Background: an optimization exercise with open tools, aiming at small area. Do not read the settings as production practice. Function was checked by simulation only, so behaviour that the tests miss may differ from the original. Power and IR drop assume default switching activity.

[flow/design.v]
module top(
    input  logic        clk,
    input  logic        rst,
    input  logic [63:0] seed_r,
    input  logic [63:0] seed_g,
    input  logic [63:0] seed_b,
    output logic        _48b,
    output logic        _45a
);
    logic [191:0] rn;        
    logic [7:0]   ph;
    logic [8:0]   h;         
    logic         s0;
    logic [7:0]   b0;
    logic [3:0]   j;         
    logic [4:0]   i;         
    logic [5:0]   kl;        
    logic [4:0]   kh;        
    logic         p_r, p_g, p_b;    
    logic         q_r, q_g, q_b;    
    logic         acc, cmp;  
    logic [2:0]   f;         
    logic         nrst;
    logic [191:0] seedv;
    logic         ins_raw;
    always_comb
        for (int n = 0; n < 64; n++) begin
            seedv[n]       = seed_r[63 - n];
            seedv[64 + n]  = seed_g[63 - n];
            seedv[128 + n] = seed_b[63 - n];
        end
    rinv    u_rinv (.a(rst), .y(nrst));
    ringreg u_ring (.clk(clk), .rst(rst), .nrst(nrst), .seed(seedv), .ins(ins_raw), .rn(rn));
    logic [5:0] q;
    logic [1:0] ch;
    logic [2:0] a, b;
    logic       pp;
    assign q  = ph[5:0];
    assign ch = ph[7:6];
    assign a  = ph[5:3];
    assign b  = ph[2:0];
    assign pp = ~ph[0];
    logic q_last, ph_last;
    assign q_last  = (q == 6'd63);
    assign ph_last = q_last & ch[1];
    logic a0, a7, b0c, b7;
    assign a0  = (a == 3'd0);
    assign a7  = (a == 3'd7);
    assign b0c = (b == 3'd0);
    assign b7  = (b == 3'd7);
    logic n1, n2, n3, n4, n5, n6, n7, n8;
    always_comb begin
        n1 = b0c ? rn[7] : ~h[0];
        n2 = b7  ? ~h[6] : rn[1];
        n3 = a0  ? rn[56] : h[7];
        n4 = a0  ? (b0c ? rn[63] : rn[55]) : (b0c ? ~h[0] : ~h[8]);
        n5 = a0  ? (b7  ? rn[49] : rn[57]) : (b7  ? ~s0   : ~h[6]);
        n6 = a7  ? b0[0]  : rn[8];
        n7 = a7  ? ~b0[7] : (b0c ? rn[15] : rn[7]);
        n8 = a7  ? ~b0[1] : (b7  ? rn[1]  : rn[9]);
    end
    logic [3:0] cnt;
    assign cnt = 4'(n1) + 4'(n2) + 4'(n3) + 4'(n4) + 4'(n5) + 4'(n6) + 4'(n7) + 4'(n8);
    logic life;
    assign life = pp ? ((cnt == 4'd5) | (~rn[0] & (cnt == 4'd6)))
                     : ((cnt == 4'd3) | ( rn[0] & (cnt == 4'd2)));
    logic pat;
    always_comb begin
        case (ch)
            2'd0:    pat = (q == 6'd41) | (q == 6'd42) | (q == 6'd43);
            2'd1:    pat = (q == 6'd17) | (q == 6'd18) | (q == 6'd19);
            default: pat = (q == 6'd44) | (q == 6'd52) | (q == 6'd60);
        endcase
    end
    logic f_cur;
    assign f_cur = (ch == 2'd0) ? f[0] : ((ch == 2'd1) ? f[1] : f[2]);
    logic ins;
    assign ins     = cmp ? life : ((rn[0] ^ pp) | (~acc & ~f_cur & pat));
    assign ins_raw = ins ^ pp;
    localparam logic [3:0] J0 = 4'd1, J1 = 4'd2, J9 = 4'd11, J14 = 4'd8;
    localparam logic [4:0] K0 = 5'd1, K1 = 5'd2, K16 = 5'd24;
    logic j_lt5, j_lt10;
    always_comb begin
        case (j)
            4'd1, 4'd2, 4'd4, 4'd9, 4'd3:     begin j_lt5 = 1'b1; j_lt10 = 1'b1; end
            4'd6, 4'd13, 4'd10, 4'd5, 4'd11:  begin j_lt5 = 1'b0; j_lt10 = 1'b1; end
            default:                          begin j_lt5 = 1'b0; j_lt10 = 1'b0; end
        endcase
    end
    logic slot_end, frame_end, bit_end, gap, kl_last;
    assign bit_end   = (j == J14);
    assign gap       = (i == 5'd24);
    assign slot_end  = gap & (j == J1);
    assign kl_last   = (kl == 6'd63);
    assign frame_end = (kh == K16) & (kl == 6'd11) & (i == 5'd21) & bit_end;
    logic trig;
    assign trig = (kh == K1) & (kl == 6'd0);
    logic capt;
    assign capt = (q == kl) & (ch == (q_last ? 2'd1 : 2'd2)) & (kh != K16);
    always_ff @(posedge clk) begin
        h  <= {h[7:0], rn[0]};
        s0 <= b0c ? h[7] : s0;
        b0 <= {a0 ? rn[0] : b0[0], b0[7:1]};
    end
    always_ff @(posedge clk) begin
        if (rst) begin
            ph <= 8'd0;
        end else begin
            ph[5:0] <= q + 6'd1;
            if (q_last)
                ph[7:6] <= ch[1] ? 2'd0 : ch + 2'd1;
        end
    end
    always_ff @(posedge clk) begin
        if (rst) begin
            acc <= 1'b1;
            cmp <= 1'b0;
            f   <= 3'd0;
        end else begin
            if (ph_last) begin
                if (acc) begin
                    acc <= 1'b0;
                    cmp <= 1'b0;
                end else if (trig) begin
                    acc <= 1'b1;
                    cmp <= 1'b1;
                    f   <= 3'd0;
                end
            end
            if (acc && ins) begin
                if (ch == 2'd0) f[0] <= 1'b1;
                if (ch == 2'd1) f[1] <= 1'b1;
                if (ch == 2'd2) f[2] <= 1'b1;
            end
        end
    end
    always_ff @(posedge clk) begin
        if (rst) begin
            kh <= K16;
            kl <= 6'd11;
            i  <= 5'd21;
            j  <= J9;
        end else begin
            if (frame_end || slot_end) begin
                j <= J0;
                i <= 5'd0;
            end else begin
                j <= {j[2:0], j[3] ^ j[2]};
                if (bit_end)
                    i <= i + 5'd1;
            end
            if (frame_end) begin
                kh <= K0;
                kl <= 6'd0;
            end else if (slot_end) begin
                kl <= kl + 6'd1;
                if (kl_last)
                    kh <= {kh[3:0], kh[4] ^ kh[2]};
            end
        end
    end
    always_ff @(posedge clk) begin
        if (capt) begin
            q_r <= rn[65];
            q_g <= rn[129];
            q_b <= rn[1];
        end
    end
    always_ff @(posedge clk) begin
        if (rst) begin
            p_r <= seed_r[63];
            p_g <= seed_g[63];
            p_b <= seed_b[63];
        end else if (gap) begin
            p_r <= q_r;
            p_g <= q_g;
            p_b <= q_b;
        end
    end
    logic disp, bitv, out;
    assign disp = (kh == K0) & ~gap;
    always_comb begin
        case (i[4:3])
            2'd0:    bitv = p_g;
            2'd1:    bitv = p_r;
            default: bitv = p_b;
        endcase
        bitv = (bitv ^ kl[0]) & ~i[2];
    end
    assign out = disp & (j_lt5 | (bitv & j_lt10));
    assign _48b = out;
    assign _45a = ~out;
endmodule
module rinv (
    input  logic a,
    output logic y
);
    assign y = ~a;
endmodule
module ringreg (
    input  logic         clk,
    input  logic         rst,
    input  logic         nrst,
    input  logic [191:0] seed,
    input  logic         ins,
    output logic [191:0] rn
);
    logic [191:0] nxt;
    assign nxt = {ins, rn[191:1]};
    always_ff @(posedge clk)
        rn <= ~(({192{nrst}} | seed) & ({192{rst}} | nxt));
endmodule
[flow/flow/run.sh]
#!/bin/bash
# Standard ORFS layout (the standard.sh) with two changes: the port
# buffers are buf_1 cells, and the clock tree is built from clkbuf_4 cells
# in small sink clusters, without dummy loads.
set -o pipefail
export BUFFER_PORTS_ARGS="-buffer_cell sky130_fd_sc_hd__buf_1"
export CTS_ARGS="-sink_clustering_enable -repair_clock_nets -dont_use_dummy_load -buf_list sky130_fd_sc_hd__clkbuf_4 -sink_clustering_size 10 -sink_clustering_max_diameter 60"
bash standard.sh > standard.log 2>&1
[flow/standard.sh]
#!/bin/bash
# synth_recipe.tcl (not shown) runs the flow's synth.tcl, then flattens the netlist and writes it again
# the make line also repeats each setting of config.mk as NAME=value (left out here)
make -C /OpenROAD-flow-scripts/flow DESIGN_CONFIG=/design/flow/config.mk WORK_HOME=/design/flow/orfs CLKGATE_MAP_FILE= SYNTH_SCRIPT=/design/flow/synth_recipe.tcl "${@:-finish}"
[flow/config.mk]
export PLATFORM = sky130hd
export DESIGN_NAME = top
export DESIGN_NICKNAME = top
export VERILOG_FILES = /design/flow/design.v
export SDC_FILE = /design/flow/constraint.sdc
export NUM_CORES = 4
export LEC_CHECK = 0
export CAP_MARGIN = 20
export CORE_MARGIN = 2
export CORE_UTILIZATION = 40
export SLEW_MARGIN = 20
export SYNTH_HIERARCHICAL = 1
export SYNTH_MINIMUM_KEEP_SIZE = 0
[flow/constraint.sdc]
create_clock -name core_clock -period 83.333 [get_ports {clk}]
set_input_delay 16.6666 -clock core_clock [delete_from_list [all_inputs] [get_ports {clk}]]
set_output_delay 16.6666 -clock core_clock [all_outputs]
set_load 0.01 [all_outputs]
==> results of run 1 <==
[flip-flops by register name, summed over array words and instances (netlist names), 3 cells and up]
| register | flops |
|---|---|
| f | 3 |
| u_ring.rn | 192 |
| h | 9 |
| b0 | 8 |
| j | 4 |
| i | 5 |
| kl | 6 |
| ph | 8 |
| kh | 5 |
[cell usage after synthesis, drive strengths merged, types with 5 or more instances]
| master | instances |
|---|---|
| xnor2 | 15 |
| ha | 16 |
| o21bai | 6 |
| edfxtp | 7 |
| inv | 28 |
| mux2i | 8 |
| a21oi | 10 |
| nor3 | 12 |
| mux2 | 7 |
| nand3 | 7 |
| xor2 | 5 |
| buf | 45 |
| nor2 | 20 |
| nand4 | 5 |
| o22ai | 192 |
| dfxtp | 242 |
| clkbuf | 10 |
| nand2 | 13 |
| o21ai | 6 |
| nor2b | 8 |
[through the flow]
step,cell area [um2],hold slack (ns),power [mW],util
global route,9140,0.315,0.222,0.453
global placement,8920,0.310,0.160,0.442
detailed placement,8920,0.313,0.160,0.442
finish,9140,0.317,0.209,0.453
CTS,9140,0.332,0.213,0.453
floorplan,8210,0.310,0.153,-
[power groups by stage]
stage	Clock [mW]	Sequential, mW	Combinational [mW]
CTS	0.0546	0.134	0.0239
global route	0.0594	0.135	0.0270
detailed placement	0	0.137	0.0238
floorplan	0	0.135	0.0182
global placement	0	0.137	0.0229
finish	0.0513	0.134	0.0237
[worst max-delay path, stage by stage, from the launching register on]
cell and delay, ns:
dfxtp_1 0.40, inv_1 0.09, ha_1 0.21, nand4b_2 0.12, o21ai_0 0.10, or4b_2 0.65
a211o_1 0.24, buf_1 0.13
[final cells by class]
type,instances,share of cell area
diodes,2,0.000547
clock buffers,29,0.0238
inverters,28,0.0120
multi-input cells,380,0.291
flip-flops and latches,249,0.553
well taps,270,0.0369
repair buffers,198,0.0829
[cells by family after synthesis]
logic type,count (synthesis),share of synthesized area
multiplexers,17,0.0248
buffers and inverters,83,0.0602
AND/OR/NAND/NOR,90,0.0619
XOR/XNOR,20,0.0213
AO/OA/AOI/OAI,232,0.181
adder cells (fa/ha/maj),21,0.0354
flip-flops,249,0.616
[Yosys stat by module, one instance, submodules excluded]
module	area [um2]	flops+latches	cells inside	times used
rinv	3.75	0	1	1
top	2820	57	285	1
ringreg	5380	192	426	1
[layer usage]
layer  global-route usage  vias to the layer above  wire, um
met5                    0                        -         0
met3               0.0637                       34      1620
met4               0.0567                        0       444
li1                     -                     2965         -
met1                0.216                     2731      8130
met2                0.253                      148      8130
[path summary, 6_finish.rpt]
check                                      end  slack (ns)  cells past startpoint
worst max register to register  u_ring.rn[191]       78.11                     15
worst min-delay path                      h[3]        0.32                      0
worst max-delay path                      _45a       64.08                      7
worst min register to register            h[3]        0.32                      0
==> results.toml, run 1 <==
[logic_synthesis]
syn_avg_cell_area_um2 = 11.5
synthCells = 712
yosys_warnings = 8
synth_area_leaders = "dfxtp_1, o22ai_1, buf_6"
yosys.area.top_type = "dfxtp_1"
synth_top_cell_area_share = 0.590
synth-edff-count = 7
yosys_most_used_dff = "dfxtp_1"
ys_seq_area_frac = 0.616
ys_ff_latch = 249
ys_types = 56
synth_async_sr_flop_share = 0
netlist_area_um2 = 8210
syn-num-nets = 926

[pwr]
p_per_area_nw_per_um2 = 22.9
power_frac_seq = 0.641
p_sw_frac = 0.247
ir_drop_mv = 0.0150
p_leak_nw = 3.42
comb_power_share = 0.113
p_int_uw = 158
p_sw_uw = 51.6
pwr-share-clk = 0.246

[die]
fp.dieArea_um2 = 21700
core_um2 = 20200
row_count = 52
dieHeight_um = 147
die_w_um = 147
io_pins = 196
start_util = 0.407

[cells_and_area]
final_common_cell = "dfxtp_1"
fill_cells = 2021
nets = 1100
multi_input_area_um2 = 2660
seq_area_um2 = 5050
final_cell_mix = "dfxtp_1, buf_1, o22ai_1"
area_delta_synth_final_pct = 11.4
drive_above_1_share = 0.0566
final_cells = 1156

[drt]
dr_total_vias = 5878
detail_route.wl_per_cell_um = 15.9
drtIter0Drc = 276
ant_nets = 0
drc = 0
wirelength_mm = 18.3
viasPerCell = 5.08
drt-pass1-iter-count = 4

[cts]
worstSkewPairLatency_ns = 0.62
clk_pin_slew_ns = 0.11
cts.sinks = 249
cts_resized = 0
cts_buffers = 29
cts_root_buffer = "clkbuf_4"
cts_tree = "yes"
cts.htree.levels = 1
cts.path.max_buffers = 3
cts_setup_buffers = 0
cts_hold_buf = 0

[sta]
drv_slew = 0
period_share = 0.231
max_freq_mhz = 51.9
rsz0062_at_grt = "no"
timing.final.ws_setup_ns = 64.08
final.setup.tns_ns = 0
min_period_ns = 19.26
tightestPinTransition_ns = 1.06
max-slew-margin-rel = 0.293
hold_viol = 0
finClkSkew_ns = 0.0470
setup_viol = 0

[placement]
dp_cells = 1125
io_buffers = 195
globalplace.congestion = 0.769
dpl.hpwl_mm = 12.3
place_ws_ns = 64.51

[critical_path]
cp.required_ns = 66.67
crit_type = "reg -> out"
crit_path_end_kind = "output port"
worstSetupStartpointType = "register"
startpoint = "i[0]"
r2r_start = "ph[3]"
cp_max_fo = 4
arrival_ns = 2.59

[min_path]
hold_class = "reg -> reg"
holdCritStartpoint = "h[2]"

[global_routing]
grt-ovfl-total = 0
grt_pass1_vias = 5810
grt_pass1_wl_mm = 29.2
grt.total_usage = 0.166
antenna_found_initial = 2
grt_max_degree = 107

[status]
status = "timing/DRC/antenna clean"

[flow_run]
drv_cap = 0
==> run 2, diff against run 1 <==
--- a/flow/design.v
+++ b/flow/design.v
@@ -59,11 +59,8 @@
         n7 = a7  ? ~b0[7] : (b0c ? rn[15] : rn[7]);
         n8 = a7  ? ~b0[1] : (b7  ? rn[1]  : rn[9]);
     end
-    logic [3:0] cnt;
-    assign cnt = 4'(n1) + 4'(n2) + 4'(n3) + 4'(n4) + 4'(n5) + 4'(n6) + 4'(n7) + 4'(n8);
     logic life;
-    assign life = pp ? ((cnt == 4'd5) | (~rn[0] & (cnt == 4'd6)))
-                     : ((cnt == 4'd3) | ( rn[0] & (cnt == 4'd2)));
+    gol u_gol(.n({n1,n2,n3,n4,n5,n6,n7,n8}), .c(rn[0]), .pp(pp), .life(life));
     logic pat;
     always_comb begin
         case (ch)
@@ -89,9 +86,9 @@
     end
     logic slot_end, frame_end, bit_end, gap, kl_last;
     assign bit_end   = (j == J14);
-    assign gap       = (i == 5'd24);
-    assign slot_end  = gap & (j == J1);
-    assign kl_last   = (kl == 6'd63);
+    assign gap       = i[4] & i[3];
+    assign slot_end  = gap & j[1];
+    assign kl_last   = &kl;
     assign frame_end = (kh == K16) & (kl == 6'd11) & (i == 5'd21) & bit_end;
     logic trig;
     assign trig = (kh == K1) & (kl == 6'd0);
@@ -135,29 +132,10 @@
         end
     end
     always_ff @(posedge clk) begin
-        if (rst) begin
-            kh <= K16;
-            kl <= 6'd11;
-            i  <= 5'd21;
-            j  <= J9;
-        end else begin
-            if (frame_end || slot_end) begin
-                j <= J0;
-                i <= 5'd0;
-            end else begin
-                j <= {j[2:0], j[3] ^ j[2]};
-                if (bit_end)
-                    i <= i + 5'd1;
-            end
-            if (frame_end) begin
-                kh <= K0;
-                kl <= 6'd0;
-            end else if (slot_end) begin
-                kl <= kl + 6'd1;
-                if (kl_last)
-                    kh <= {kh[3:0], kh[4] ^ kh[2]};
-            end
-        end
+        j  <= rst ? J9 : (slot_end ? J0 : {j[2:0], j[3] ^ j[2]});
+        i  <= rst ? 5'd21 : ((slot_end | frame_end) ? 5'd0 : i + 5'(bit_end));
+        kl <= rst ? 6'd11 : (frame_end ? 6'd0 : kl + 6'(slot_end));
+        kh <= rst ? K16 : (frame_end ? K0 : ((slot_end & kl_last) ? {kh[3:0], kh[4] ^ kh[2]} : kh));
     end
     always_ff @(posedge clk) begin
         if (capt) begin
@@ -210,3 +188,12 @@
     always_ff @(posedge clk)
         rn <= ~(({192{nrst}} | seed) & ({192{rst}} | nxt));
 endmodule
+module gol(input logic [7:0] n, input logic c, input logic pp, output logic life);
+    logic c1, s1, c2, s2, c3, s3, c4, s4, d1, e1;
+    assign {c1, s1} = 2'(n[0]) + 2'(n[1]) + 2'(n[2]);
+    assign {c2, s2} = 2'(n[3]) + 2'(n[4]) + 2'(n[5]);
+    assign {c3, s3} = 2'(n[6]) + 2'(n[7]) + 2'(pp);
+    assign {c4, s4} = 2'(s1) + 2'(s2) + 2'(s3);
+    assign {d1, e1} = 2'(c1) + 2'(c2) + 2'(c3);
+    assign life = (e1 ^ c4) & ~(d1 ^ pp) & ((s4 ^ pp) | (c ^ pp));
+endmodule
--- a/flow/config.mk
+++ b/flow/config.mk
@@ -7,7 +7,7 @@
 export LEC_CHECK = 0
 export CAP_MARGIN = 20
 export CORE_MARGIN = 2
-export CORE_UTILIZATION = 40
+export CORE_UTILIZATION = 70
 export SLEW_MARGIN = 20
 export SYNTH_HIERARCHICAL = 1
 export SYNTH_MINIMUM_KEEP_SIZE = 0
==> run 2 against run 1 <==
- largest power group unchanged
- non-clock buffer count stayed put
- cell count down 13%
- critical path depth fell by 2
- setup slack better by 0.51 ns
- largest cell class unchanged
- via count is 0.22% lower
- clock skew is 0.034 ns higher
==> results.toml, run 2 <==
[status]
status = "timing/DRC/antenna clean"

[placement]
globalplace.congestion = 0.871
dpl.hpwl_mm = 11.6
place_ws_ns = 64.02
io_buffers = 195

[die]
core_um2 = 11400
die_w_um = 112
fp.dieArea_um2 = 12500
dieHeight_um = 112
io_pins = 196
row_count = 39
start_util = 0.715

[cts]
cts_hold_buf = 0
clk_pin_slew_ns = 0.10
worstSkewPairLatency_ns = 0.65
cts_resized = 0
cts.path.max_buffers = 3
cts_root_buffer = "clkbuf_4"
cts.htree.levels = 1
cts_tree = "yes"
cts.sinks = 249
cts_buffers = 28
cts_setup_buffers = 0

[logic_synthesis]
yosys_warnings = 8
synth_compound_area_frac = 0.182
synth_top_cell_area_share = 0.596
synth_area_leaders = "dfxtp_1, o22ai_1, buf_6"
synth_most_common_cell = "dfxtp_1"
syn_avg_cell_area_um2 = 11.7
synth-edff-count = 7
synth_top_family_by_area = "compound AO/OA/AOI/OAI gates"
ys_seq_area_frac = 0.622
synthMuxAreaShare = 0.0266
netlist_area_um2 = 8130
yosys.area.top_type = "dfxtp_1"
synth_fa_ha_area_frac = 0.0292
yosys_most_used_dff = "dfxtp_1"
synthCells = 694
ys_ff_latch = 249
synthTopCellsByCount = "dfxtp_1, o22ai_1, buf_2, buf_6, inv_1"
ys_types = 53
synth-simple-area-share = 0.0627
synth_async_sr_flop_share = 0
synth_xor_area_frac = 0.0205
syn-num-nets = 904

[min_path]
hold_end = "h[2]"
hold_depth = 0
hold_class = "reg -> reg"
holdCritStartpoint = "h[1]"

[drt]
drtIter0Drc = 346
detail_route.wl_per_cell_um = 17.0
drt-pass1-iter-count = 4
dr_total_vias = 5865
drc = 0
wirelength_mm = 17.1
ant_nets = 0
viasPerCell = 5.82

[sta]
max-slew-margin-rel = 0.318
timing.final.ws_setup_ns = 64.59
max_freq_mhz = 53.3
hold_viol = 0
final.setup.tns_ns = 0
finClkSkew_ns = 0.0807
drv_slew = 0
tightestPinTransition_ns = 1.02
period_share = 0.225
min_period_ns = 18.75
rsz0062_at_grt = "no"
setup_viol = 0

[critical_path]
r2r_start = "ph[0]"
r2r_end = "u_ring.rn[191]"
r2r_cells = 17
cp.required_ns = 66.67
arrival_ns = 2.08
reg2reg_slack_ns = 79.03
cp_max_fo = 6
worstSetupStartpointType = "register"
crit_type = "reg -> out"
crit_path_end_kind = "output port"

[global_routing]
antenna_found_initial = 0
grt-ovfl-total = 0
grt.total_usage = 0.272
grt_pass1_wl_mm = 28.1
grt_pass1_vias = 5858
grt_max_degree = 121

[cells_and_area]
largestRegisters = "u_ring.rn x192, h x9"
area_delta_synth_final_pct = 9.30
regMostFlops = "u_ring.rn"
final_cell_mix = "dfxtp_1, buf_1, o22ai_1"
diodes = 0
drive_above_1_share = 0.0601
final_common_cell = "dfxtp_1"
nets = 1077
largest_reg_flops = 192

[pwr]
p_per_area_nw_per_um2 = 22.9
ir_drop_mv = 0.0158
p_leak_nw = 3.30

[flow_run]
drv_cap = 0
## run 2: per-stage QoR
step	hold WS, ns	instance area, um2	total power [mW]	cells	utilization
finish	0.337	8880	0.203	1008	0.781
global route	0.349	8880	0.213	1008	0.781
CTS	0.339	8880	0.205	1008	0.781
detailed placement	0.313	8670	0.156	980	0.762
global placement	0.311	8670	0.155	980	0.762
floorplan	0.310	8130	0.150	694	-
## run 2: worst max-delay path, stage by stage, from the launching register on
cell,delay (ns)
dfxtp_1,0.48
mux2i_1,0.11
o21ai_0,0.23
mux2i_1,0.36
a211o_1,0.18
buf_1,0.14
## run 2: final cells by class
class | instances | area [um2]
multi-input cells | 373 | 2610
well taps | 143 | 179
inverters | 17 | 66.3
flip-flops and latches | 249 | 5050
fillers | 788 | 2490
clock buffers | 28 | 210
repair buffers | 198 | 766
## run 2: routing by layer
layer  track usage  vias to the layer above  wire length [um]
met3        0.0778                       39              1250
met2         0.433                      192              8150
met1         0.364                     2721              7210
li1              -                     2913                 -
met5             0                        -                 0
met4        0.0864                        0               482
## run 2: power by group
group	switching (mW)	internal, mW	total (mW)
Combinational	0.00974	0.00975	0.0195
Sequential	0.00431	0.130	0.134
Clock	0.0341	0.0154	0.0495
Total	0.0481	0.155	0.203
## run 2: worst max path at each step
stage          from              to  slack [ns]
3_5_place_dp    rst  u_ring.rn[161]       64.02
4_1_cts        i[3]            _45a       64.54
3_3_place_gp    rst  u_ring.rn[128]       64.15
2_1_floorplan  i[3]            _48b       65.48
6_report       i[3]            _45a       64.59
5_1_grt        i[3]            _45a       64.46
## run 2: cell families (layout without fill, tap and decap cells)
family,after synthesis,count (layout)
flip-flops,249,249
AO/OA/AOI/OAI,231,231
AND/OR/NAND/NOR,89,89
buffers and inverters,72,243
XOR/XNOR,19,19
multiplexers,18,18
adder cells (fa/ha/maj),16,16
## run 2: Yosys stat by module, one instance, submodules excluded
module   cells inside  cell area [um2]  flops+latches  times used
ringreg           426             5380            192           1
gol                15              153              0           1
top               252             2590             57           1
rinv                1             3.75              0           1

## afterwards: timing with drivers on the ports
The results above use ideal ports. As a check the final layouts listed here were re-extracted and re-timed, cells and wires unchanged. Step 1 sets driving cells, clkbuf_16 on the clock port and buf_2 on the other inputs (assumed; they add their load-dependent delay and slew). Step 2 times the ports against the registers' clock, not the clock port: input delays grow and output delays shrink by t, the midpoint of the rising clock arrivals with the driver on. a / b / c = no drivers / after step 1 / after step 2; a / b = the first two.
| run | shift t [ns] | slack for setup (ns) | worst setup path after step 2 | latest minus earliest clock arrival (ns) | worst register clock-pin slew, ns |
|---|---|---|---|---|---|
| run 1 | 0.654 | 64.078 / 64.037 / 64.500 | input to register | 0.085 / 0.085 | 0.11 / 0.11 |
| run 2 | 0.647 | 64.586 / 64.553 / 64.302 | input to register | 0.086 / 0.086 | 0.11 / 0.11 |
After both steps every run listed still meets setup and hold. For run 2, which loses most, drivers alone change the setup slack by -0.033 ns; drivers and shift together by -0.284 ns.
